What follows belongs to an exercise in optimizing a design on an open flow for a short achievable clock period and few clock cycles per item; a production flow would make more cautious choices. The RTL was checked by simulation tests, not by an equivalence proof against the original design. No activity file was given, so power comes from the tool's default toggle rates.

===== flow/design.v =====
module arbiter
#(parameter NUM=1'b0) 
(
	input clk, 
	input reset,
	input req0, 
	input req1,
	input ack,
	output reg [1:0] from_num_master  
);
reg [1:0] state;
parameter Idle=0, Master0=2'b01, Master1=2'b10;
reg [1:0] last_num_master;  
always@(posedge clk, posedge reset)
begin
	if(reset) begin
		state<=Idle;
	end
	else
		case(state)
			Idle: begin case ({req0,req1})
				2'b00: state <= Idle;
				2'b01: state <= Master1;
				2'b10: state <= Master0; 
				2'b11: state <= (last_num_master) ? Master0 : Master1;    
				endcase
				end
			Master0: begin case ({req0,req1})
				2'b00: state <= Idle;
				2'b01: state <= Master1;
				2'b10: state <= Master0;
				2'b11: begin if (ack)
						state <= Master1;  
						else state <= Master0;  
						end
				endcase
				end
			Master1: begin case ({req0,req1})
				2'b00: state <= Idle;
				2'b01: state <= Master1;
				2'b10: state <= Master0;
				2'b11: begin if (ack)
						state <= Master0; 
						else state<=Master1; 
						end
				endcase
				end
		endcase
end
always@(state)
begin
	case(state)
		Idle: from_num_master = 2'b0;
		Master0: from_num_master = 2'b01;  
		Master1: from_num_master = 2'b10;  
		default: from_num_master = 2'b0;
	endcase
end
always@(posedge clk, posedge reset)
begin
if (reset)
	last_num_master <= 2'b0;
else last_num_master <= from_num_master;
end
endmodule
module cross_bar
#(parameter N=31) 
(
	input clk, 
	input reset,
	input req0, 
	input [N:0] addr0,
	input cmd0,
	input [N:0] wdata0,
	input req1,
	input [N:0] addr1,
	input cmd1,
	input [N:0] wdata1,
	input slv0_ack,
	input [N:0] slv0_rdata,
	input slv1_ack,
	input [N:0] slv1_rdata,
	output reg slv0_req,
	output reg [N:0] slv0_addr,
	output reg slv0_cmd,
	output reg [N:0] slv0_wdata,
	output reg slv1_req,
	output reg[N:0] slv1_addr,
	output reg slv1_cmd,
	output reg [N:0] slv1_wdata,
	output reg ack0,
	output reg [N:0] rdata0, 
	output reg ack1,
	output reg [N:0] rdata1
);
wire [1:0] arb_num_master0, arb_num_master1;
arbiter #(1'b0)
	a0(clk,(reset),(req0 & (~addr0[N])), (req1 & (~addr1[N])), slv0_ack, arb_num_master0);  
arbiter #(1'b1)
	a1(clk,(reset),(req0 & (addr0[N])), (req1 & (addr1[N])), slv1_ack, arb_num_master1);  
reg req0_tr;
reg [N:0] addr0_tr;
reg cmd0_tr;
reg [N:0] wdata0_tr;
reg req1_tr;
reg [N:0] addr1_tr;
reg cmd1_tr;
reg [N:0] wdata1_tr;
always@(posedge clk,posedge reset)
begin
if (reset) begin
	req0_tr<=1'b0;
	addr0_tr<={(N+1){1'b0}};
	cmd0_tr<=1'b0;
	wdata0_tr<={(N+1){1'b0}};
	req1_tr<=1'b0;
	addr1_tr<={(N+1){1'b0}};
	cmd1_tr<=1'b0;
	wdata1_tr<={(N+1){1'b0}};
end
else begin
	req0_tr<=req0;
	addr0_tr<=addr0;
	cmd0_tr<=cmd0;
	wdata0_tr<=wdata0;
	req1_tr<=req1;
	addr1_tr<=addr1;
	cmd1_tr<=cmd1;
	wdata1_tr<=wdata1;
end
end
always@(posedge clk, posedge reset)
begin
if (reset) begin
	slv0_req <= 1'b0;
	slv0_addr <= {(N+1){1'b0}};
	slv0_cmd <= 1'b0;
	slv0_wdata <= {(N+1){1'b0}};
	slv1_req<=1'b0;
	slv1_addr <= {(N+1){1'b0}};
	slv1_cmd <= 1'b0;
	slv1_wdata <= {(N+1){1'b0}};
	end
else begin
	slv0_req <= (arb_num_master0 == 2'b01) ? req0_tr : ((arb_num_master0 == 2'b10) ? req1_tr : 1'b0);  
	slv0_addr <= (arb_num_master0 == 2'b01) ? addr0_tr : ((arb_num_master0 == 2'b10) ? addr1_tr : slv0_addr);
	slv0_cmd <= (arb_num_master0 == 2'b01) ? cmd0_tr : ((arb_num_master0 == 2'b10) ? cmd1_tr : slv0_cmd);
	slv0_wdata <= (arb_num_master0 == 2'b01) ? wdata0_tr : ((arb_num_master0 == 2'b10) ? wdata1_tr : slv0_wdata);
	slv1_req <= (arb_num_master1 == 2'b01) ? req0_tr : ((arb_num_master1 == 2'b10) ? req1_tr : 1'b0);  
	slv1_addr <= (arb_num_master1 == 2'b01) ? addr0_tr : ((arb_num_master1 == 2'b10) ? addr1_tr : slv1_addr);
	slv1_cmd <= (arb_num_master1 == 2'b01) ? cmd0_tr : ((arb_num_master1 == 2'b10) ? cmd1_tr : slv1_cmd);
	slv1_wdata <= (arb_num_master1 == 2'b01) ? wdata0_tr : ((arb_num_master1 == 2'b10) ? wdata1_tr : slv1_wdata);
	end
end
reg [1:0] arb_num_master0_tr;	
reg [1:0] arb_num_master1_tr;
always@(posedge clk,posedge reset)
begin
if (reset) begin
	arb_num_master0_tr <= 2'b0;
	arb_num_master1_tr <= 2'b0;
	end
else begin
	arb_num_master0_tr<=arb_num_master0;	
	arb_num_master1_tr<=arb_num_master1;
end
end
reg [1:0] arb_num_master0_tr2;	
reg [1:0] arb_num_master1_tr2;
always@(posedge clk,posedge reset)
begin
if (reset) begin
	arb_num_master0_tr2 <= 2'b0;
	arb_num_master1_tr2 <= 2'b0;
	end
else begin
arb_num_master0_tr2<=arb_num_master0_tr;	
arb_num_master1_tr2<=arb_num_master1_tr;
end
end
reg [1:0] arb_num_master0_tr3;	
reg [1:0] arb_num_master1_tr3;
always@(posedge clk,posedge reset)
begin
if (reset) begin
	arb_num_master0_tr3 <= 2'b0;
	arb_num_master1_tr3 <= 2'b0;
	end
else begin
arb_num_master0_tr3<=arb_num_master0_tr2;	
arb_num_master1_tr3<=arb_num_master1_tr2;
end
end
always@(posedge clk,posedge reset)
begin
if (reset) begin
	ack0 <= 1'b0;
	ack1 <= 1'b0;
	end
else begin
	ack0 <= (arb_num_master0_tr2 == 2'b01) ? slv0_ack : ((arb_num_master1_tr2 == 2'b01) ? slv1_ack : 1'b0);
	ack1 <= (arb_num_master0_tr2 == 2'b10) ? slv0_ack : ((arb_num_master1_tr2 == 2'b10) ? slv1_ack : 1'b0);
end
end
always@(posedge clk,posedge reset)
begin
if (reset) begin
	rdata0 <= {(N+1){1'b0}};
	rdata1 <= {(N+1){1'b0}};
	end
else begin
	rdata0 <= (arb_num_master0_tr3  == 2'b01) ? slv0_rdata : ((arb_num_master1_tr3  == 2'b01) ? slv1_rdata : rdata0);
	rdata1 <= (arb_num_master0_tr3 == 2'b10) ? slv0_rdata : ((arb_num_master1_tr3 == 2'b10) ? slv1_rdata : rdata1);
end
end
endmodule

===== flow/run.sh =====
#!/bin/bash
# synth_recipe.tcl (not shown) runs the flow's synth.tcl, then flattens the netlist and writes it again
# the make line also repeats each setting of config.mk as NAME=value (left out here)
make -C /OpenROAD-flow-scripts/flow DESIGN_CONFIG=/design/flow/config.mk WORK_HOME=/design/flow/orfs CLKGATE_MAP_FILE= SYNTH_SCRIPT=/design/flow/synth_recipe.tcl finish

===== flow/config.mk =====
export PLATFORM = sky130hd
export DESIGN_NAME = cross_bar
export DESIGN_NICKNAME = cross_bar
export VERILOG_FILES = /design/flow/design.v
export SDC_FILE = /design/flow/constraint.sdc
export NUM_CORES = 8
export LEC_CHECK = 0
export CAP_MARGIN = 20
export CORE_AREA = 10 10 190 190
export DIE_AREA = 0 0 200 200
export SLEW_MARGIN = 20

===== flow/constraint.sdc =====
create_clock -name core_clock -period 4.0 [get_ports {clk}]
set_input_delay 0.8000 -clock core_clock [delete_from_list [all_inputs] [get_ports {clk}]]
set_output_delay 0.8000 -clock core_clock [all_outputs]
set_load 0.01 [all_outputs]

==> impl_metrics.py, run 1 <==
metrics = {
    "run_status": {
        "outcome": "finished clean",
    },
    "synthesis": {
        "synth_largest_area_cell": "dfrtp_1",
        "synth_top_area_share_pct": 66.3,
        "synth_area_per_cell_um2": 12.3,
        "synthDistinctLibCells": 35,
        "synth_common_cells": "dfrtp_1, nand2_1, mux2i_1",
        "synthCells": 1059,
        "synth_area_mm2": 0.0131,
        "synth-seq-cells": 346,
        "synth_most_common_cell": "dfrtp_1",
        "ys.flop_type": "dfrtp_1",
        "yosys-top-cells-area": "dfrtp_1, mux2i_1, o21ai_0",
        "synth_seq_area_share_pct": 66.3,
        "synthArstFlopShare_pct": 100,
        "syn_nets": 1267,
        "yosysWarnings": 3,
        "synth_edf_count": 0,
    },
    "placement": {
        "hpwlAfterDp_mm": 27.7,
        "gp_congestion": 0.774,
        "placed_area_mm2": 0.0175,
        "pre_cts_slack_ns": 1.64,
        "numPortBuffers": 397,
    },
    "clock_network": {
        "cts_tree": "yes",
        "clk_pin_slew_worst_paths_ns": 0.06,
        "cts_buffer_depth": 3,
        "root_buffer": "clkbuf_16",
        "clk_latency_ns": 0.51,
        "numCtsBuffers": 38,
        "cts_max_level": 2,
        "cts.sinks": 346,
        "post_cts_buffers": 0,
        "cts.hold.buffers_added": 0,
        "cts.repair.resized": 0,
    },
    "routing": {
        "routedWlPerCell_um": 20.3,
        "drt_wl_total_mm": 38.7,
        "first_iter_violations": 502,
        "vias": 9141,
        "drc": 0,
        "via_per_inst": 4.79,
        "dr.pass1.iters": 4,
        "ant_nets": 0,
    },
    "global_route": {
        "grt_pass1_vias": 9707,
        "grt.overflow.total": 0,
        "grtUsageTotal_pct": 18.8,
        "grt_start_max_net_pins": 188,
        "antenna_found_initial": 6,
        "grt_first_pass_wirelength_mm": 58.2,
    },
    "worst_setup_path": {
        "worst_setup_path_start_kind": "flip-flop",
        "cp_max_fo": 2,
        "r2r_cells": 5,
        "regToRegSetupSlack_ns": 1.73,
        "cp.arrival_ns": 1.50,
        "worstSetupPathType": "flip-flop to output pin",
        "cpLargestDelayFamily": "buffers and inverters",
        "worstPathCellList": "clkdlybuf4s50_1",
        "r2r-end": "slv0_wdata[9]",
        "crit_buf_inv": 1,
        "crit_start": "rdata1[23]",
        "cpMaxStageDelayCell": "clkdlybuf4s50_1",
        "crit_path_end_kind": "output pin",
        "r2r_start": "a0.state[1]",
        "cp.required_ns": 3.20,
        "worst_path_largest_cell_delay_ns": 0.61,
    },
    "floorplanning": {
        "dieArea_mm2": 0.0400,
        "coreArea_mm2": 0.0318,
        "row_count": 65,
        "die_y_um": 200,
        "die_w_um": 200,
        "start_util_pct": 41.1,
        "io_pins": 398,
    },
    "sta": {
        "rsz0062_at_grt": "false",
        "maxSlewViolCount": 0,
        "min_period_ns": 2.30,
        "finalSetupViolCount": 0,
        "skew_ns": 0.0113,
        "maxSlewHeadroom_pct": 38.4,
        "fin_ws_ns": 1.70,
        "max_freq_mhz": 435,
        "hold_viol": 0,
        "fin_setup_tns_ns": 0,
        "tightestPinTransition_ns": 0.924,
        "fin_crit_sh_pct": 57.5,
    },
    "min_path": {
        "hold_end": "arb_num_master1_tr2[1]",
        "hold_class": "flip-flop to flip-flop",
        "hp-start": "a1.last_num_master[1]",
        "min_path_cells": 0,
    },
    "run": {
        "maxCapViolCount": 0,
    },
    "layout": {
        "area_growth_pct": 44.4,
        "fin_nets": 1652,
        "drive_gt1_share_pct": 6.11,
        "stdcell_area_mm2": 0.0189,
    },
    "power_and_ir_drop": {
        "p_leak_nw": 8.01,
        "peakVddDrop_v": 0.000482,
        "pwr_density_cell_mw_per_mm2": 813,
    },
}
==> worst max-delay path by stage <==
| stage | endpoint | depth (start not counted) |
|---|---|---|
| 2_1_floorplan | a0.last_num_master[0] | 1 |
| 3_3_place_gp | wdata0_tr[19] | 3 |
| 3_5_place_dp | a0.state[0] | 5 |
| 4_1_cts | slv1_addr[31] | 1 |
| 5_1_grt | slv0_wdata[14] | 5 |
| 6_report | rdata1[23] | 1 |
==> through the flow <==
step | std cells | utilization (%) | hold WS, ns | total power [W]
2_1_floorplan | 1059 | - | 0.354 | 0.00848
4_1_cts | 1907 | 59.2 | 0.377 | 0.0156
3_5_place_dp | 1838 | 54.9 | 0.364 | 0.0119
3_3_place_gp | 1838 | 54.9 | 0.358 | 0.0118
5_1_grt | 1909 | 59.3 | 0.382 | 0.0164
6_report | 1910 | 59.3 | 0.377 | 0.0153
==> power breakdown <==
| part | total (W) | switching [W] | internal, W |
|---|---|---|---|
| Combinational | 0.00629 | 0.00323 | 0.00306 |
| Sequential | 0.00537 | 0.000666 | 0.00470 |
| Clock | 0.00368 | 0.00136 | 0.00232 |
==> flip-flops by register name, indices dropped and copies added (netlist names), 32 cells and up <==
register	cells
addr0_tr	32
addr1_tr	32
rdata0	32
rdata1	32
slv0_addr	32
slv0_wdata	32
slv1_addr	32
slv1_wdata	32
wdata0_tr	32
wdata1_tr	32
==> final cells by class <==
cell class,instances,area (um^2)
diodes,2,5.00
inverters,6,26.3
clock buffers,64,1250
clock inverters,5,104
well taps,435,544
repair buffers,412,4130
fillers,2635,12900
multi-input cells,640,4140
flip-flops and latches,346,8660
==> logic make-up (layout without fill, tap and decap cells) <==
family / Yosys count / count (layout) / share of synthesized area, %
other: 0 / 2 / 0
AOI/OAI and AO/OA: 211 / 211 / 8.43
buffers and inverters: 73 / 487 / 2.63
muxes: 196 / 196 / 15.0
DFF: 346 / 346 / 66.3
and+or+nand+nor: 225 / 225 / 6.86
adders and majority gates: 8 / 8 / 0.766
==> routing by layer <==
metal  wire (um)  track usage (%)  part of all wire, %  up-vias
met5          47                0                 0.12        -
met3        3340             6.45                  8.6       48
met4         700             5.08                  1.8        6
li1            -                -                    -     4378
met1       15300             22.2                   40     4445
met2       19300             32.1                   50      264
==> placed cells by master (no fill, tap or decap), types with 2 or more instances in the layout <==
cell type        synthesis  final
clkbuf_8                 0     14
ha_4                     0      4
dfrtp_1                346    346
clkbuf_1                29      9
bufinv_16                0      3
buf_12                   0      2
a22oi_1                  2      2
inv_1                    6      5
buf_4                    8     12
nand2b_1                 3      2
nor2_1                   6      6
mux2i_1                195    195
diode_2                  0      2
nor2b_4                  1      4
nand4b_1                 2      2
nand2_1                204    204
o21ai_0                191    191
nand3_1                  3      3
ha_1                     8      4
clkdlybuf4s50_1          0    397
o21ai_1                  6      6
clkbuf_16                0     41
Testbench counts, summed over its fixed seeds: cycles 60,007, items 24,000.
==> run 2: changes to the inputs <==
==> flow/design.v (replaced) <==
module arbiter
#(parameter N = 31, parameter HOME_HI = 1'b0)
(
	input clk,
	input reset,
	input hreq, input [N:0] haddr, input hcmd, input [N:0] hwdata,
	input oreq, input [N:0] oaddr, input ocmd, input [N:0] owdata,
	output slv_req,
	output [N:0] slv_addr,
	output slv_cmd,
	output [N:0] slv_wdata,
	output grant_h,    
	output grant_o     
);
reg ovr;  
wire h_want = hreq & (haddr[N] == HOME_HI);
wire o_want = oreq & (oaddr[N] == HOME_HI);
wire sel_o  = ~h_want | ovr;
assign grant_h = h_want & ~ovr;
assign grant_o = o_want & sel_o;
assign slv_req   = grant_h | grant_o;
assign slv_addr  = sel_o ? oaddr  : haddr;
assign slv_cmd   = sel_o ? ocmd   : hcmd;
assign slv_wdata = sel_o ? owdata : hwdata;
always @(posedge clk, posedge reset)
	if (reset) ovr <= 1'b0;
	else       ovr <= o_want & ~sel_o;
endmodule
module cross_bar
#(parameter N=31) 
(
	input clk,
	input reset,
	input req0,
	input [N:0] addr0,
	input cmd0,
	input [N:0] wdata0,
	input req1,
	input [N:0] addr1,
	input cmd1,
	input [N:0] wdata1,
	input slv0_ack,
	input [N:0] slv0_rdata,
	input slv1_ack,
	input [N:0] slv1_rdata,
	output slv0_req,
	output [N:0] slv0_addr,
	output slv0_cmd,
	output [N:0] slv0_wdata,
	output slv1_req,
	output [N:0] slv1_addr,
	output slv1_cmd,
	output [N:0] slv1_wdata,
	output ack0,
	output [N:0] rdata0,
	output ack1,
	output [N:0] rdata1
);
wire g00, g10, g01, g11;
arbiter #(.N(N), .HOME_HI(1'b0)) a0 (
	.clk(clk), .reset(reset),
	.hreq(req0), .haddr(addr0), .hcmd(cmd0), .hwdata(wdata0),
	.oreq(req1), .oaddr(addr1), .ocmd(cmd1), .owdata(wdata1),
	.slv_req(slv0_req), .slv_addr(slv0_addr), .slv_cmd(slv0_cmd), .slv_wdata(slv0_wdata),
	.grant_h(g00), .grant_o(g10));
arbiter #(.N(N), .HOME_HI(1'b1)) a1 (
	.clk(clk), .reset(reset),
	.hreq(req1), .haddr(addr1), .hcmd(cmd1), .hwdata(wdata1),
	.oreq(req0), .oaddr(addr0), .ocmd(cmd0), .owdata(wdata0),
	.slv_req(slv1_req), .slv_addr(slv1_addr), .slv_cmd(slv1_cmd), .slv_wdata(slv1_wdata),
	.grant_h(g11), .grant_o(g01));
reg t00, t10, t01, t11;
reg rs0, rs1;
always @(posedge clk, posedge reset)
begin
if (reset) begin
	t00 <= 1'b0; t10 <= 1'b0; t01 <= 1'b0; t11 <= 1'b0;
	rs0 <= 1'b0; rs1 <= 1'b0;
end
else begin
	t00 <= g00; t10 <= g10; t01 <= g01; t11 <= g11;
	rs0 <= t01; rs1 <= t11;
end
end
assign ack0 = (slv0_ack & t00) | (slv1_ack & t01);
assign ack1 = (slv0_ack & t10) | (slv1_ack & t11);
assign rdata0 = rs0 ? slv1_rdata : slv0_rdata;
assign rdata1 = rs1 ? slv1_rdata : slv0_rdata;
endmodule
--- a/flow/config.mk
+++ b/flow/config.mk
@@ -6,6 +6,7 @@
 export NUM_CORES = 8
 export LEC_CHECK = 0
 export CAP_MARGIN = 20
-export CORE_AREA = 10 10 190 190
-export DIE_AREA = 0 0 200 200
+export CORE_AREA = 5 5 85 85
+export DIE_AREA = 0 0 90 90
+export SETUP_SLACK_MARGIN = 2.5
 export SLEW_MARGIN = 20
==> run 2 against run 1 <==
The flow now stops in I/O pin placement. Area after synthesis is 80% lower. Synthesized cell count is 78% lower.
==> impl_metrics.py, run 2 <==
metrics = {
    "run_status": {
        "outcome": "stopped before the end",
        "first-error": "[ERROR PPL-0024] Number of IO pins (398) exceeds maximum number of available positions (316). Increase the die perimeter from 360.00um to 541.28um.",
        "haltStage": "I/O pin placement",
    },
    "synthesis": {
        "synth_edf_count": 0,
        "synth_largest_area_cell": "mux2_2",
        "ys.flop_type": "dfrtp_1",
        "synth-seq-cells": 8,
        "yosysWarnings": 3,
        "synth_area_mm2": 0.00261,
        "synthCells": 237,
        "syn_nets": 437,
        "synthArstFlopShare_pct": 100,
        "synth_seq_area_share_pct": 7.66,
        "yosys-top-cells-area": "mux2_2, dfrtp_1, mux2_1",
        "synth_most_common_cell": "mux2_2",
        "synth_area_per_cell_um2": 11.0,
        "synthDistinctLibCells": 17,
        "synth_top_area_share_pct": 78.9,
        "synth_common_cells": "mux2_2, buf_2, mux2_1",
    },
    "floorplanning": {
        "row_count": 29,
        "die_w_um": 90,
        "die_y_um": 90,
        "start_util_pct": 41.6,
    },
}
[run 2: cells by family after synthesis]
family	synth area share [%]
flops	7.66
mux	82.8
buf+inv	5.99
simple gates	2.92
compound gates	0.671
Testbench counts of run 2, summed over its fixed seeds: cycles 24,007, items 24,000.
==> run 3: changes to the inputs <==
--- a/flow/config.mk
+++ b/flow/config.mk
@@ -6,7 +6,7 @@
 export NUM_CORES = 8
 export LEC_CHECK = 0
 export CAP_MARGIN = 20
-export CORE_AREA = 5 5 85 85
-export DIE_AREA = 0 0 90 90
+export CORE_AREA = 10 10 190 190
+export DIE_AREA = 0 0 200 200
 export SETUP_SLACK_MARGIN = 2.5
 export SLEW_MARGIN = 20
==> run 3 against run 2 <==
The run now finishes clean. Area after synthesis stayed put. Synthesized cell count is the same.
==> impl_metrics.py, run 3 <==
metrics = {
    "run_status": {
        "outcome": "finished clean",
    },
    "worst_setup_path": {
        "crit_path_end_kind": "output pin",
        "cp.arrival_ns": 2.24,
        "worst_setup_path_start_kind": "input pin",
        "worstSetupPathType": "input pin to output pin",
        "cp.required_ns": 3.20,
        "cp_max_fo": 6,
    },
    "layout": {
        "area_growth_pct": 282,
        "diodes": 0,
        "final_cell_mix": "buf_6, mux2_4, clkdlybuf4s50_1",
        "drive_gt1_share_pct": 82.0,
        "layout_commonest_cell": "buf_6",
        "stdcell_area_mm2": 0.00998,
        "fin_cells": 1224,
        "fillerInstances": 3168,
        "fin_nets": 990,
    },
    "global_route": {
        "grt_first_pass_wirelength_mm": 31.8,
        "antenna_found_initial": 0,
        "grt_pass1_vias": 4760,
        "grtUsageTotal_pct": 10.6,
        "grt.overflow.total": 0,
        "grt_start_max_net_pins": 15,
    },
    "synthesis": {
        "yosys-top-cells-area": "mux2_2, dfrtp_1, mux2_1",
        "synth_seq_area_share_pct": 7.66,
        "synthArstFlopShare_pct": 100,
        "synth_most_common_cell": "mux2_2",
        "synth_top_area_share_pct": 78.9,
        "synth-seq-cells": 8,
        "synthCells": 237,
        "synth_common_cells": "mux2_2, buf_2, mux2_1",
        "syn_nets": 437,
        "synth_area_mm2": 0.00261,
        "ys.flop_type": "dfrtp_1",
        "synthDistinctLibCells": 17,
        "synth_area_per_cell_um2": 11.0,
        "yosysWarnings": 3,
        "synth_largest_area_cell": "mux2_2",
        "synth_edf_count": 0,
    },
    "sta": {
        "skew_ns": 0.000299,
        "maxSlewViolCount": 0,
        "fin_crit_sh_pct": 76.0,
        "fin_setup_tns_ns": 0,
        "hold_viol": 0,
        "rsz0062_at_grt": "true",
        "maxSlewHeadroom_pct": 76.4,
        "max_freq_mhz": 329,
        "min_period_ns": 3.04,
        "holdWs_ns": 0.419,
        "finalSetupViolCount": 0,
        "tightestPinTransition_ns": 0.354,
    },
    "power_and_ir_drop": {
        "pwr_density_cell_mw_per_mm2": 156,
        "p_leak_nw": 4.79,
        "total_power_w": 0.00156,
        "peakVddDrop_v": 0.000159,
    },
    "clock_network": {
        "cts.hold.buffers_added": 0,
        "clk_pin_slew_worst_paths_ns": 0.04,
        "cts_tree": "yes",
        "numCtsBuffers": 3,
        "cts_max_level": 1,
        "cts.sinks": 8,
        "clk_latency_ns": 0.23,
        "root_buffer": "clkbuf_16",
        "cts_buffer_depth": 2,
    },
    "routing": {
        "drt_wl_total_mm": 24.2,
        "first_iter_violations": 49,
        "via_per_inst": 3.54,
        "routedWlPerCell_um": 19.8,
        "dr.pass1.iters": 4,
        "ant_nets": 0,
        "vias": 4330,
        "drc": 0,
    },
    "run": {
        "maxCapViolCount": 0,
    },
    "floorplanning": {
        "coreArea_mm2": 0.0318,
        "io_pins": 398,
        "die_w_um": 200,
        "die_y_um": 200,
        "start_util_pct": 8.22,
        "dieArea_mm2": 0.0400,
        "row_count": 65,
    },
    "min_path": {
        "hold_class": "flip-flop to flip-flop",
    },
    "placement": {
        "placed_area_mm2": 0.00766,
        "dp.cells": 1062,
        "gp_congestion": 0.783,
        "numPortBuffers": 397,
        "hpwlAfterDp_mm": 16.9,
    },
}
## run 3: cell counts after synthesis
No cell type changed its count.
## run 3: stage by stage
step	setup slack (ns)	utilization (%)
after floorplan	1.54	-
after global routing	0.923	31.4
after CTS	0.927	28.7
after global placement	0.325	24.1
after detailed placement	0.326	24.1
final	0.962	31.4
## run 3: routing by layer
metal / global-route usage (%) / routed length (um)
met5: 0 / 0
met4: 1.40 / 320
met3: 5.22 / 3300
met2: 20.7 / 12700
met1: 9.89 / 7870
## run 3: cells by family (layout without fill, tap and decap cells)
kind of cell	Yosys count	count (layout)	synth area share (%)
multiplexers	192	192	82.8
buffers and inverters	23	575	5.99
AND/OR/NAND/NOR	12	12	2.92
flip-flops	8	8	7.66
AO/OA/AOI/OAI	2	2	0.671
## run 3: worst max-delay path, stage by stage
cell	delay, ns
buf_8	0.10
nand3b_4	0.09
buf_12	0.13
inv_16	0.05
buf_6	0.10
buf_6	0.10
buf_8	0.12
buf_6	0.11
buf_6	0.11
buf_6	0.10
mux2_4	0.29
buf_6	0.12
## run 3: worst paths after layout
kind,start,to,slack [ns],depth (start not counted)
min in group asynchronous,reset,t10,0.84,2
max in group asynchronous,reset,rs1,2.89,2
min reg2reg,t11,rs1,0.42,0
max reg2reg,a0.ovr,a0.ovr,2.42,8
min,t11,rs1,0.42,0
max,req1,slv1_addr[14],0.96,12
## run 3: cell type report
| class | count | area (um^2) | area share, % |
|---|---|---|---|
| timing repair buffer | 566 | 6070 | 60.8 |
| inverter | 2 | 23.8 | 0.238 |
| tap | 435 | 544 | 5.45 |
| timing repair inverter | 3 | 47.5 | 0.476 |
| clock buffer | 4 | 78.8 | 0.789 |
| multi-input combinational | 206 | 3010 | 30.2 |
| sequential | 8 | 205 | 2.06 |
## run 3: power by group
group	total [W]	internal, W	switching (W)
Combinational	0.00130	0.000853	0.000444
Sequential	0.0000912	0.0000857	0.00000556
Clock	0.000168	0.000132	0.0000357
## run 3: repair_timing
item / CTS / global route
resized for setup: 1338 / 200
buffers inserted: 96 / 47
pin swaps: 4 / 3
gates cloned: 14 / 1
setup endpoints to repair: 204 / 201
==> run 4: changes to the inputs <==
--- a/flow/config.mk
+++ b/flow/config.mk
@@ -8,5 +8,4 @@
 export CAP_MARGIN = 20
 export CORE_AREA = 10 10 190 190
 export DIE_AREA = 0 0 200 200
-export SETUP_SLACK_MARGIN = 2.5
 export SLEW_MARGIN = 20
==> run 4 against run 3 <==
Count of clock-buffer cells in the layout fell by 1. Combinational power fell by 31%. Sequential share of layout area increased by 0.70 points. Non-clock buffer count down 148. Maximum frequency decreased by 17%. Critical path depth decreased by 6. Hold slack worse by 0.048 ns. Flip-flop and latch count stayed put. Wire length fell by 24%. Global-route usage fell by 2.5 points. Synthesized cell count unchanged. First-iteration DRC count decreased by 49%. Largest cell class unchanged. Highest routed layer unchanged.
==> impl_metrics.py, run 4 <==
metrics = {
    "sta": {
        "fin_crit_sh_pct": 91.9,
        "rsz0062_at_grt": "false",
        "min_period_ns": 3.68,
        "fin_ws_ns": 0.324,
        "max_freq_mhz": 272,
        "maxSlewHeadroom_pct": 46.2,
        "fin_setup_tns_ns": 0,
        "maxSlewViolCount": 0,
        "skew_ns": 0.00242,
        "finalSetupViolCount": 0,
        "hold_viol": 0,
        "tightestPinTransition_ns": 0.808,
    },
    "worst_setup_path": {
        "regToRegSetupSlack_ns": 2.83,
        "r2r_start": "a0.ovr",
        "worstSetupPathType": "input pin to output pin",
        "cpMaxStageDelayCell": "clkdlybuf4s50_1",
        "r2r-end": "a0.ovr",
        "worstPathCellList": "clkdlybuf4s50_1 -> nor3b_4 -> buf_12 -> buf_12 -> mux2_2 -> clkdlybuf4s50_1",
        "cp.required_ns": 3.20,
        "worst_setup_path_start_kind": "input pin",
        "worst_path_largest_cell_delay_ns": 0.49,
        "crit_path_end_kind": "output pin",
        "cp.arrival_ns": 2.88,
        "cp_max_fo": 31,
        "r2r_cells": 4,
    },
    "synthesis": {
        "synth_area_mm2": 0.00261,
        "synth_top_area_share_pct": 78.9,
        "synth_common_cells": "mux2_2, buf_2, mux2_1",
        "synth_edf_count": 0,
        "synth-seq-cells": 8,
        "yosysWarnings": 3,
        "ys.flop_type": "dfrtp_1",
        "yosys-top-cells-area": "mux2_2, dfrtp_1, mux2_1",
        "syn_nets": 437,
        "synth_area_per_cell_um2": 11.0,
        "synthArstFlopShare_pct": 100,
        "synth_most_common_cell": "mux2_2",
        "synth_seq_area_share_pct": 7.66,
        "synth_largest_area_cell": "mux2_2",
        "synthDistinctLibCells": 17,
        "synthCells": 237,
    },
    "routing": {
        "vias": 3656,
        "drc": 0,
        "dr.pass1.iters": 3,
        "ant_nets": 0,
        "routedWlPerCell_um": 17.2,
        "via_per_inst": 3.41,
        "first_iter_violations": 25,
        "drt_wl_total_mm": 18.5,
    },
    "clock_network": {
        "clk_latency_ns": 0.23,
        "cts.repair.resized": 0,
        "cts_tree": "yes",
        "cts.hold.buffers_added": 0,
        "cts_buffer_depth": 2,
        "cts.sinks": 8,
        "cts_max_level": 1,
        "numCtsBuffers": 3,
        "clk_pin_slew_worst_paths_ns": 0.04,
        "root_buffer": "clkbuf_16",
        "post_cts_buffers": 0,
    },
    "layout": {
        "drive_gt1_share_pct": 33.0,
        "area_growth_pct": 178,
        "fin_cells": 1072,
        "fin_nets": 839,
        "diodes": 0,
        "stdcell_area_mm2": 0.00726,
        "layout_commonest_cell": "clkdlybuf4s50_1",
        "final_cell_mix": "clkdlybuf4s50_1, mux2_2, buf_4",
    },
    "min_path": {
        "hp-start": "t01",
        "min_path_cells": 0,
        "hold_class": "flip-flop to flip-flop",
        "hold_end": "rs0",
    },
    "run_status": {
        "outcome": "finished clean",
    },
    "global_route": {
        "grt.overflow.total": 0,
        "grt_pass1_vias": 4131,
        "grt_start_max_net_pins": 33,
        "grtUsageTotal_pct": 8.13,
        "grt_first_pass_wirelength_mm": 25.3,
        "antenna_found_initial": 0,
    },
    "placement": {
        "pre_cts_slack_ns": 0.293,
        "numPortBuffers": 397,
        "dp.cells": 1069,
        "gp_congestion": 0.750,
        "hpwlAfterDp_mm": 16.4,
        "placed_area_mm2": 0.00718,
    },
    "floorplanning": {
        "die_y_um": 200,
        "io_pins": 398,
        "die_w_um": 200,
        "row_count": 65,
        "dieArea_mm2": 0.0400,
        "coreArea_mm2": 0.0318,
        "start_util_pct": 8.22,
    },
    "power_and_ir_drop": {
        "peakVddDrop_v": 0.000106,
        "p_leak_nw": 2.59,
        "pwr_density_cell_mw_per_mm2": 159,
        "total_power_w": 0.00116,
    },
    "run": {
        "maxCapViolCount": 0,
    },
}
[run 4: cell counts after synthesis]
No cell type changed its count.
[run 4: worst max path at each step]
stage	startpoint	endpoint	depth (start not counted)
floorplan	addr0[31]	slv0_addr[26]	4
global placement	addr0[31]	slv0_wdata[13]	6
detailed placement	addr0[31]	slv0_wdata[3]	6
CTS	addr0[31]	slv0_wdata[3]	6
global route	addr1[31]	slv1_wdata[4]	6
finish	addr0[31]	slv0_wdata[25]	6
[run 4: layer usage]
layer  track usage (%)  wire length (um)  vias up
li1                  -                 -     1700
met1              7.97              6690     1677
met2              15.2              8920      269
met3              4.22              2650       10
met4              1.18               203        0
met5                 0                 0        -
[run 4: cells by family (layout without fill, tap and decap cells)]
group,Yosys count,after routing,share of synthesized area (%)
multiplexers,192,192,82.8
flip-flops,8,8,7.66
AO/OA/AOI/OAI,2,2,0.671
buffers and inverters,23,423,5.99
AND/OR/NAND/NOR,12,12,2.92
[run 4: layout make-up]
| type | count | area, um^2 |
|---|---|---|
| fill | 3414 | 24500 |
| tap | 435 | 544 |
| inverter | 2 | 7.51 |
| clock buffer | 3 | 75.1 |
| timing repair buffer | 418 | 4170 |
| sequential | 8 | 200 |
| multi-input combinational | 206 | 2260 |
[run 4: worst max-delay path, delay by kind of cell]
family,cells,cell delay (ns)
AND/OR/NAND/NOR,1,0.26
multiplexers,1,0.40
buffers and inverters,4,1.37
[run 4: metrics by stage]
stage	util (%)	hold WS (ns)
3_3_place_gp	22.6	0.372
2_1_floorplan	-	0.355
3_5_place_dp	22.6	0.370
4_1_cts	22.8	0.375
6_report	22.8	0.372
5_1_grt	22.8	0.383
[run 4: power breakdown]
group	total (W)	internal [W]	switching (W)
clock	0.000164	0.000129	0.0000354
combinational	0.000903	0.000589	0.000314
sequential	0.0000902	0.0000851	0.00000512
total	0.00116	0.000803	0.000355
==> run 5: changes to the inputs <==
--- a/flow/config.mk
+++ b/flow/config.mk
@@ -5,7 +5,9 @@
 export SDC_FILE = /design/flow/constraint.sdc
 export NUM_CORES = 8
 export LEC_CHECK = 0
+export ABC_CLOCK_PERIOD_IN_PS = 500
 export CAP_MARGIN = 20
-export CORE_AREA = 10 10 190 190
-export DIE_AREA = 0 0 200 200
+export CORE_AREA = 4 4 136 136
+export DIE_AREA = 0 0 140 140
+export SETUP_SLACK_MARGIN = 2.5
 export SLEW_MARGIN = 20
==> run 5 against run 4 <==
Power is 27% higher. Core utilization is 30 points higher. Die area is 51% lower. Clock power hardly changed. Design area is 25% higher. Highest routed layer unchanged.
==> impl_metrics.py, run 5 <==
metrics = {
    "run_status": {
        "outcome": "finished clean",
    },
    "floorplanning": {
        "start_util_pct": 15.2,
        "row_count": 48,
        "io_pins": 398,
        "coreArea_mm2": 0.0172,
        "die_w_um": 140,
        "dieArea_mm2": 0.0196,
        "die_y_um": 140,
    },
    "sta": {
        "maxSlewViolCount": 0,
        "min_period_ns": 2.92,
        "fin_crit_sh_pct": 73.1,
        "skew_ns": 0.00108,
        "hold_viol": 0,
        "maxSlewHeadroom_pct": 79.1,
        "finalSetupViolCount": 0,
        "rsz0062_at_grt": "true",
        "fin_setup_tns_ns": 0,
        "tightestPinTransition_ns": 0.313,
        "max_freq_mhz": 342,
        "fin_ws_ns": 1.08,
    },
    "placement": {
        "pre_cts_slack_ns": 0.336,
        "gp_congestion": 0.863,
        "hpwlAfterDp_mm": 15.3,
        "numPortBuffers": 397,
    },
    "clock_network": {
        "cts_tree": "yes",
        "clk_latency_ns": 0.23,
        "root_buffer": "clkbuf_16",
        "clk_pin_slew_worst_paths_ns": 0.04,
        "cts_buffer_depth": 2,
        "cts.hold.buffers_added": 0,
        "cts_max_level": 1,
        "cts.sinks": 8,
        "numCtsBuffers": 3,
    },
    "worst_setup_path": {
        "worstSetupPathType": "input pin to output pin",
        "crit_path_end": "slv0_wdata[12]",
        "r2r-end": "a0.ovr",
        "crit_start": "addr0[31]",
        "r2r_cells": 8,
        "crit_path_end_kind": "output pin",
        "cp.arrival_ns": 2.12,
        "cp.required_ns": 3.20,
        "cp_max_fo": 6,
        "regToRegSetupSlack_ns": 2.49,
        "worst_setup_path_start_kind": "input pin",
        "r2r_start": "a0.ovr",
    },
    "synthesis": {
        "synth_largest_area_cell": "mux2_2",
        "synthCells": 237,
        "synth_top_area_share_pct": 78.9,
        "yosys-top-cells-area": "mux2_2, dfrtp_1, mux2_1",
        "synth_area_mm2": 0.00261,
        "synth_seq_area_share_pct": 7.66,
        "synth_common_cells": "mux2_2, buf_2, mux2_1",
        "synth_edf_count": 0,
        "synthDistinctLibCells": 17,
        "synth-seq-cells": 8,
        "synth_area_per_cell_um2": 11.0,
        "yosysWarnings": 3,
        "synth_most_common_cell": "mux2_2",
        "syn_nets": 437,
        "synthArstFlopShare_pct": 100,
        "ys.flop_type": "dfrtp_1",
    },
    "layout": {
        "layout_commonest_cell": "buf_6",
        "fin_nets": 933,
        "drive_gt1_share_pct": 79.3,
        "regArea_um2": 208,
        "multiInputGateArea_mm2": 0.00297,
        "area_growth_pct": 248,
        "postLayoutCoreUtil_pct": 53.0,
        "fillerInstances": 1499,
        "final_cell_mix": "buf_6, mux2_4, clkdlybuf4s50_1",
    },
    "power_and_ir_drop": {
        "pwr_density_cell_mw_per_mm2": 161,
        "switchingPower_w": 0.000454,
        "power_frac_comb_pct": 82.6,
        "p_leak_nw": 4.40,
        "pwr-share-clk_pct": 11.3,
        "p_sw_share_pct": 31.0,
        "internal_power_w": 0.00101,
        "peakVddDrop_v": 0.000133,
        "pwr-share-seq_pct": 6.1,
    },
    "routing": {
        "via_per_inst": 4.28,
        "drt_wl_total_mm": 21.1,
        "routedWlPerCell_um": 21.9,
        "first_iter_violations": 69,
        "vias": 4113,
        "dr.pass1.iters": 4,
        "ant_nets": 0,
        "drc": 0,
    },
    "global_route": {
        "grtUsageTotal_pct": 19.3,
        "grt_first_pass_wirelength_mm": 29.1,
        "grt_pass1_vias": 4507,
        "grt.overflow.total": 0,
        "grt_start_max_net_pins": 14,
        "antenna_found_initial": 6,
    },
    "min_path": {
        "hold_class": "flip-flop to flip-flop",
    },
    "run": {
        "maxCapViolCount": 0,
    },
}
-- run 5: cell counts after synthesis --
No cell type changed its count.
-- run 5: worst max-delay path: stages --
cell     delay [ns]
buf_8          0.10
nor3b_4        0.19
buf_6          0.13
buf_12         0.10
buf_6          0.09
buf_12         0.12
buf_16         0.14
mux2_4         0.31
buf_6          0.12
-- run 5: cell families (layout without fill, tap and decap cells) --
| logic type | after synthesis | after routing | share of synthesized area [%] |
|---|---|---|---|
| compound gates | 2 | 2 | 0.671 |
| buf+inv | 23 | 517 | 5.99 |
| other cells | 0 | 6 | 0 |
| flops | 8 | 8 | 7.66 |
| simple gates | 12 | 12 | 2.92 |
| mux | 192 | 192 | 82.8 |
-- run 5: power by group through the flow --
stage | Sequential [W] | Clock (W) | Combinational [W]
floorplan | 0.0000873 | 0 | 0.000405
global placement | 0.000102 | 0 | 0.000960
detailed placement | 0.000102 | 0 | 0.000965
CTS | 0.0000897 | 0.000170 | 0.00111
global route | 0.0000899 | 0.000173 | 0.00127
finish | 0.0000896 | 0.000166 | 0.00121
-- run 5: worst min-delay path by stage --
stage / slack (ns) / startpoint / depth (start not counted) / to
floorplan: 0.35 / t11 / 0 / rs1
global placement: 0.36 / t11 / 0 / rs1
detailed placement: 0.37 / t11 / 0 / rs1
CTS: 0.39 / t11 / 0 / rs1
global route: 0.42 / t01 / 0 / rs0
finish: 0.41 / t01 / 0 / rs0
-- run 5: area by class of cell --
type / instances / share of cell area [%]
repair buffers: 512 / 60.9
flip-flops and latches: 8 / 2.28
clock buffers: 3 / 0.825
inverters: 2 / 0.165
multi-input cells: 206 / 32.6
well taps: 225 / 3.09
diodes: 6 / 0.165
-- run 5: what timing repair did --
item	in CTS	in global routing
endpoints found under the setup margin	204	201
resized for setup	1274	142
setup buffers	64	28
pin swaps	4	1
cloned	15	1
-- run 5: through the flow --
step,instances,hold WS (ns),area (um^2),power [W]
after CTS,927,0.388,8360,0.00137
after global placement,845,0.363,7360,0.00106
after global routing,962,0.425,9100,0.00153
final,962,0.413,9100,0.00147
after detailed placement,845,0.374,7360,0.00107
after floorplan,237,0.355,3220,0.000493
-- run 5: metal layers --
metal | GRT usage, % | vias up | wire length (um)
li1 | - | 1900 | -
met1 | 19.8 | 1958 | 7170
met2 | 38.5 | 234 | 11800
met3 | 5.39 | 21 | 1800
met4 | 3.93 | 0 | 355
met5 | 0 | - | 0
==> run 6: changes to the inputs <==
--- a/flow/config.mk
+++ b/flow/config.mk
@@ -5,7 +5,6 @@
 export SDC_FILE = /design/flow/constraint.sdc
 export NUM_CORES = 8
 export LEC_CHECK = 0
-export ABC_CLOCK_PERIOD_IN_PS = 500
 export CAP_MARGIN = 20
 export CORE_AREA = 4 4 136 136
 export DIE_AREA = 0 0 140 140
==> run 6 against run 5 <==
Wire length unchanged. Die area stayed put. Cell count unchanged. Via count did not move. Still clean on timing, DRC and antenna. Critical endpoint unchanged. Power did not move. Largest power group unchanged. Flip-flop and latch count is the same. Register-to-register slack hardly changed. First-iteration DRC count did not move.
==> impl_metrics.py, run 6 <==
metrics = {
    "synthesis": {
        "yosysWarnings": 3,
        "syn_nets": 437,
        "synthDistinctLibCells": 17,
        "synth-seq-cells": 8,
        "synthArstFlopShare_pct": 100,
        "synthCells": 237,
        "synth_top_area_share_pct": 78.9,
        "synth_common_cells": "mux2_2, buf_2, mux2_1",
        "synth_seq_area_share_pct": 7.66,
        "yosys-top-cells-area": "mux2_2, dfrtp_1, mux2_1",
        "synth_largest_area_cell": "mux2_2",
        "synth_area_mm2": 0.00261,
        "synth_most_common_cell": "mux2_2",
        "synth_area_per_cell_um2": 11.0,
        "ys.flop_type": "dfrtp_1",
        "synth_edf_count": 0,
    },
    "sta": {
        "skew_ns": 0.00108,
        "finalSetupViolCount": 0,
        "fin_crit_sh_pct": 73.1,
        "min_period_ns": 2.92,
        "rsz0062_at_grt": "true",
        "maxSlewViolCount": 0,
        "fin_setup_tns_ns": 0,
        "maxSlewHeadroom_pct": 79.1,
        "tightestPinTransition_ns": 0.313,
        "max_freq_mhz": 342,
        "hold_viol": 0,
    },
    "layout": {
        "layout_commonest_cell": "buf_6",
        "drive_gt1_share_pct": 79.3,
        "area_growth_pct": 248,
        "fin_cells": 962,
        "fin_nets": 933,
        "final_cell_mix": "buf_6, mux2_4, clkdlybuf4s50_1",
    },
    "worst_setup_path": {
        "cp.required_ns": 3.20,
        "regToRegSetupSlack_ns": 2.49,
        "r2r-end": "a0.ovr",
        "r2r_start": "a0.ovr",
        "crit_path_end_kind": "output pin",
        "worstSetupPathType": "input pin to output pin",
        "r2r_cells": 8,
        "crit_start": "addr0[31]",
        "cp_max_fo": 6,
        "cp.arrival_ns": 2.12,
        "worst_setup_path_start_kind": "input pin",
    },
    "clock_network": {
        "cts.sinks": 8,
        "cts_max_level": 1,
        "numCtsBuffers": 3,
        "clk_latency_ns": 0.23,
        "cts_tree": "yes",
        "clk_pin_slew_worst_paths_ns": 0.04,
        "root_buffer": "clkbuf_16",
        "cts_buffer_depth": 2,
    },
    "placement": {
        "gp_congestion": 0.863,
        "hpwlAfterDp_mm": 15.3,
        "dp.cells": 845,
        "numPortBuffers": 397,
    },
    "routing": {
        "dr.pass1.iters": 4,
        "ant_nets": 0,
        "drt_wl_total_mm": 21.1,
        "routedWlPerCell_um": 21.9,
        "first_iter_violations": 69,
        "via_per_inst": 4.28,
        "drc": 0,
        "vias": 4113,
    },
    "global_route": {
        "grt_start_max_net_pins": 14,
        "grtUsageTotal_pct": 19.3,
        "grt_pass1_vias": 4507,
        "antenna_found_initial": 6,
        "grt.overflow.total": 0,
        "grt_first_pass_wirelength_mm": 29.1,
    },
    "run": {
        "maxCapViolCount": 0,
    },
    "floorplanning": {
        "dieArea_mm2": 0.0196,
        "coreArea_mm2": 0.0172,
        "die_w_um": 140,
        "row_count": 48,
        "die_y_um": 140,
        "io_pins": 398,
        "start_util_pct": 15.2,
    },
    "power_and_ir_drop": {
        "p_leak_nw": 4.40,
        "pwr_density_cell_mw_per_mm2": 161,
        "peakVddDrop_v": 0.000133,
    },
    "min_path": {
        "hp-start": "t01",
        "min_path_cells": 0,
        "hold_class": "flip-flop to flip-flop",
        "hold_end": "rs0",
    },
    "run_status": {
        "outcome": "finished clean",
    },
}
[run 6: cell counts after synthesis]
No cell type changed its count.
[run 6: critical path: stages]
cell     delay, ns
buf_8         0.10
nor3b_4       0.19
buf_6         0.13
buf_12        0.10
buf_6         0.09
buf_12        0.12
buf_16        0.14
mux2_4        0.31
buf_6         0.12
[run 6: worst max-delay path by stage]
stage / end / cells after the start
2_1_floorplan: slv0_addr[0] / 3
3_3_place_gp: slv0_addr[7] / 5
3_5_place_dp: slv0_addr[13] / 5
4_1_cts: slv0_wdata[12] / 9
5_1_grt: slv0_wdata[25] / 9
6_report: slv0_wdata[12] / 9
[run 6: what timing repair did]
item,4_1_cts,5_1_grt
buffers inserted,64,28
endpoints found under the hold margin,0,0
cloned,15,1
pin swaps,4,1
setup endpoints to repair,204,201
hold buffers,0,0
resized for setup,1274,142
[run 6: cells by family after synthesis]
| group | synth area share (%) |
|---|---|
| DFF | 7.66 |
| buffers and inverters | 5.99 |
| and+or+nand+nor | 2.92 |
| AOI/OAI and AO/OA | 0.671 |
| muxes | 82.8 |
[run 6: per-layer routing]
layer  vias up  track usage [%]  routed length [um]
li1       1900                -                   -
met1      1958             19.8                7170
met2       234             38.5               11800
met3        21             5.39                1800
met4         0             3.93                 355
met5         -                0                   0
[run 6: layout make-up]
class | count | area (um^2)
inverter | 2 | 15.0
clock buffer | 3 | 75.1
timing repair buffer | 512 | 5540
fill | 1499 | 8080
tap | 225 | 282
antenna | 6 | 15.0
multi-input combinational | 206 | 2970
sequential | 8 | 208
[run 6: per-stage QoR]
stage	utilization (%)	total power, W	hold WS, ns	instance area [um^2]	worst slack, ns
global placement	42.9	0.00106	0.363	7360	0.369
detailed placement	42.9	0.00107	0.374	7360	0.336
CTS	48.7	0.00137	0.388	8360	1.09
global route	53.0	0.00153	0.425	9100	1.02
finish	53.0	0.00147	0.413	9100	1.08
floorplan	-	0.000493	0.355	3220	1.54
[run 6: power breakdown]
group          leakage (nW)  switching (W)  internal (W)
Combinational          4.26       0.000414      0.000797
Sequential            0.103     0.00000370     0.0000859
Clock                0.0370      0.0000370      0.000129
Total                  4.40       0.000454       0.00101
==> run 7: changes to the inputs <==
--- a/flow/design.v
+++ b/flow/design.v
@@ -13,18 +13,17 @@
 	output grant_o     
 );
 reg ovr;  
-wire h_want = hreq & (haddr[N] == HOME_HI);
+wire home   = (haddr[N] == HOME_HI) & ~ovr;
 wire o_want = oreq & (oaddr[N] == HOME_HI);
-wire sel_o  = ~h_want | ovr;
-assign grant_h = h_want & ~ovr;
-assign grant_o = o_want & sel_o;
-assign slv_req   = grant_h | grant_o;
-assign slv_addr  = sel_o ? oaddr  : haddr;
-assign slv_cmd   = sel_o ? ocmd   : hcmd;
-assign slv_wdata = sel_o ? owdata : hwdata;
+assign grant_h   = hreq & home;
+assign grant_o   = o_want & ~home;
+assign slv_req   = home ? hreq   : o_want;
+assign slv_addr  = home ? haddr  : oaddr;
+assign slv_cmd   = home ? hcmd   : ocmd;
+assign slv_wdata = home ? hwdata : owdata;
 always @(posedge clk, posedge reset)
 	if (reset) ovr <= 1'b0;
-	else       ovr <= o_want & ~sel_o;
+	else       ovr <= o_want & home;
 endmodule
 module cross_bar
 #(parameter N=31) 
==> run 7 against run 6 <==
Clock power increased by 3%. Largest cell class unchanged. Core utilization up 2.6 points. Still clean on timing, DRC and antenna. Sequential share of layout area shrank 0.11 points. Maximum frequency increased by 6.7%. Clock skew is 0.0040 ns higher. Via count rose by 3.9%. Power is 11% higher. Flip-flop and latch count stayed put. Wire length rose by 13%. Area after synthesis up 1.4%. Critical endpoint is now slv0_addr[21]. Hold slack worse by 0.036 ns.
==> impl_metrics.py, run 7 <==
metrics = {
    "worst_setup_path": {
        "regToRegSetupSlack_ns": 2.41,
        "worst_setup_path_start_kind": "input pin",
        "cp.required_ns": 3.20,
        "cp_max_fo": 7,
        "crit_path_end_kind": "output pin",
        "cp.arrival_ns": 1.94,
        "worstSetupPathType": "input pin to output pin",
    },
    "synthesis": {
        "synthCells": 242,
        "ys.flop_type": "dfrtp_1",
        "synth_common_cells": "mux2_2, mux2_1, buf_2",
        "yosys-top-cells-area": "mux2_2, mux2_1, dfrtp_1",
        "synth_largest_area_cell": "mux2_2",
        "synth_top_area_share_pct": 66.3,
        "synth-seq-cells": 8,
        "syn_nets": 442,
        "synth_most_common_cell": "mux2_2",
        "synth_seq_area_share_pct": 7.56,
        "synth_area_mm2": 0.00265,
        "synth_area_per_cell_um2": 10.9,
        "yosysWarnings": 3,
        "synth_edf_count": 0,
        "synthDistinctLibCells": 16,
        "synthArstFlopShare_pct": 100,
    },
    "clock_network": {
        "cts_buffer_depth": 2,
        "numCtsBuffers": 3,
        "clk_latency_ns": 0.23,
        "cts_tree": "yes",
        "root_buffer": "clkbuf_16",
        "cts_max_level": 1,
        "clk_pin_slew_worst_paths_ns": 0.04,
        "cts.hold.buffers_added": 0,
        "cts.sinks": 8,
    },
    "sta": {
        "tightestPinTransition_ns": 0.289,
        "maxSlewViolCount": 0,
        "fin_ws_ns": 1.26,
        "min_period_ns": 2.74,
        "fin_crit_sh_pct": 68.5,
        "maxSlewHeadroom_pct": 80.7,
        "skew_ns": 0.00508,
        "fin_setup_tns_ns": 0,
        "rsz0062_at_grt": "true",
        "max_freq_mhz": 365,
        "finalSetupViolCount": 0,
        "hold_viol": 0,
    },
    "floorplanning": {
        "die_y_um": 140,
        "io_pins": 398,
        "start_util_pct": 15.4,
        "coreArea_mm2": 0.0172,
        "dieArea_mm2": 0.0196,
        "die_w_um": 140,
        "row_count": 48,
    },
    "run": {
        "maxCapViolCount": 0,
    },
    "global_route": {
        "grt.overflow.total": 0,
        "grtUsageTotal_pct": 21.5,
        "grt_pass1_vias": 4773,
        "antenna_found_initial": 3,
        "grt_first_pass_wirelength_mm": 31.9,
        "grt_start_max_net_pins": 11,
    },
    "run_status": {
        "outcome": "finished clean",
    },
    "layout": {
        "layout_commonest_cell": "buf_6",
        "postLayoutCoreUtil_pct": 55.6,
        "fillerInstances": 1408,
        "area_growth_pct": 260,
        "fin_nets": 946,
        "stdcell_area_mm2": 0.00954,
        "drive_gt1_share_pct": 78.9,
        "final_cell_mix": "buf_6, mux2_4, clkdlybuf4s50_1",
    },
    "placement": {
        "pre_cts_slack_ns": 0.421,
        "placed_area_mm2": 0.00719,
        "gp_congestion": 0.935,
        "hpwlAfterDp_mm": 16.0,
        "numPortBuffers": 397,
    },
    "routing": {
        "ant_nets": 0,
        "via_per_inst": 4.39,
        "first_iter_violations": 65,
        "dr.pass1.iters": 4,
        "routedWlPerCell_um": 24.4,
        "drc": 0,
        "drt_wl_total_mm": 23.8,
        "vias": 4275,
    },
    "power_and_ir_drop": {
        "p_leak_nw": 4.70,
        "pwr_density_cell_mw_per_mm2": 170,
        "peakVddDrop_v": 0.000122,
    },
    "min_path": {
        "hold_class": "flip-flop to flip-flop",
    },
}
==> run 7: metrics by stage <==
stage,instances,hold slack [ns],power [W]
2_1_floorplan,242,0.355,0.000488
3_3_place_gp,845,0.373,0.00108
3_5_place_dp,845,0.384,0.00108
4_1_cts,941,0.386,0.00148
5_1_grt,973,0.411,0.00169
6_report,973,0.378,0.00163
==> run 7: path summary, 6_finish.rpt <==
kind,startpoint,endpoint,cells past startpoint
min in group asynchronous,reset,rs1,2
hold reg to reg,t11,rs1,0
setup reg to reg,a1.ovr,t01,9
hold / removal,t11,rs1,0
max in group asynchronous,reset,rs0,2
setup / recovery,addr0[31],slv0_addr[21],8
==> run 7: metal layers <==
layer	global-route usage, %	share of wire (%)	up-vias	wire (um)
met1	22.5	36	2046	8500
li1	-	-	1932	-
met5	0	0	-	0
met2	42.8	54	263	13000
met4	6.63	2.9	0	680
met3	4.13	6.9	34	1640
==> run 7: critical path, cell delays in order <==
cell,delay [ns]
buf_8,0.10
nor2_4,0.09
buf_12,0.15
buf_12,0.11
buf_12,0.11
buf_16,0.14
mux2_4,0.31
buf_6,0.13
==> run 7: where the power goes <==
part	internal (W)	leakage, nW	switching (W)	total, W
clock	0.000133	0.0382	0.0000379	0.000171
combinational	0.000895	4.56	0.000470	0.00137
sequential	0.0000859	0.103	0.00000449	0.0000904
==> run 7: repair_timing <==
item | 4_1_cts | 5_1_grt
pin swaps | 3 | 2
gates cloned | 19 | 1
setup endpoints to repair | 203 | 202
gates resized for setup | 1331 | 180
buffers inserted | 73 | 28
==> run 7: area by class of cell <==
type	instances	area [um^2]	share of cell area [%]
inverter	3	11.3	0.118
antenna	3	7.51	0.0787
tap	225	282	2.95
timing repair buffer	522	5920	62.0
clock buffer	4	78.8	0.826
sequential	8	208	2.18
multi-input combinational	208	3040	31.9
==> run 7: cells by family (layout without fill, tap and decap cells) <==
group                  count (synthesis)  count (layout)  share of synthesized area (%)
DFF                                    8               8                           7.56
muxes                                194             194                           83.1
buffers and inverters                 26             529                           6.33
and+or+nand+nor                       12              12                           2.36
AOI/OAI and AO/OA                      2               2                          0.661
other                                  0               3                              0
Testbench counts of run 7, summed over its fixed seeds: cycles 24,007, items 24,000.

-- static timing again, ports no longer ideal --
The results above use ideal ports. As a check the final layouts listed here were re-extracted and re-timed, cells and wires unchanged. Step 1 (the two cells are an assumption about what drives the block):
set clk [get_ports {clk}]
set_driving_cell -lib_cell sky130_fd_sc_hd__clkbuf_16 $clk
set_driving_cell -lib_cell sky130_fd_sc_hd__buf_2 [delete_from_list [all_inputs] $clk]
Step 2 adds t to the input delays and takes it off the output delays; t is the mean of the earliest and latest rising clock arrival at the registers after step 1. Input paths then give back, and output paths get back, about the clock's delay inside the block. Three values: no drivers, after step 1, after step 2; two values: the first two.
run	t, ns	setup WS [ns]	hold slack, ns	clock arrival spread, ns
run 1	0.559	1.702 / 1.650 / 1.589	0.377 / 0.377 / 0.377	0.014 / 0.013
run 3	0.260	0.962 / 0.919 / 0.919	0.419 / 0.419 / 0.419	0.001 / 0.000
run 4	0.257	0.324 / 0.286 / 0.286	0.372 / 0.372 / 0.372	0.003 / 0.002
run 5	0.262	1.075 / 1.030 / 1.030	0.413 / 0.413 / 0.413	0.001 / 0.001
run 6	0.262	1.075 / 1.030 / 1.030	0.413 / 0.413 / 0.413	0.001 / 0.001
run 7	0.258	1.260 / 1.219 / 1.219	0.378 / 0.378 / 0.378	0.006 / 0.005
After both steps setup and hold are still met in every run listed. The setup slack of run 1, which loses most, moves by -0.052 ns with the drivers and by -0.113 ns with both steps.
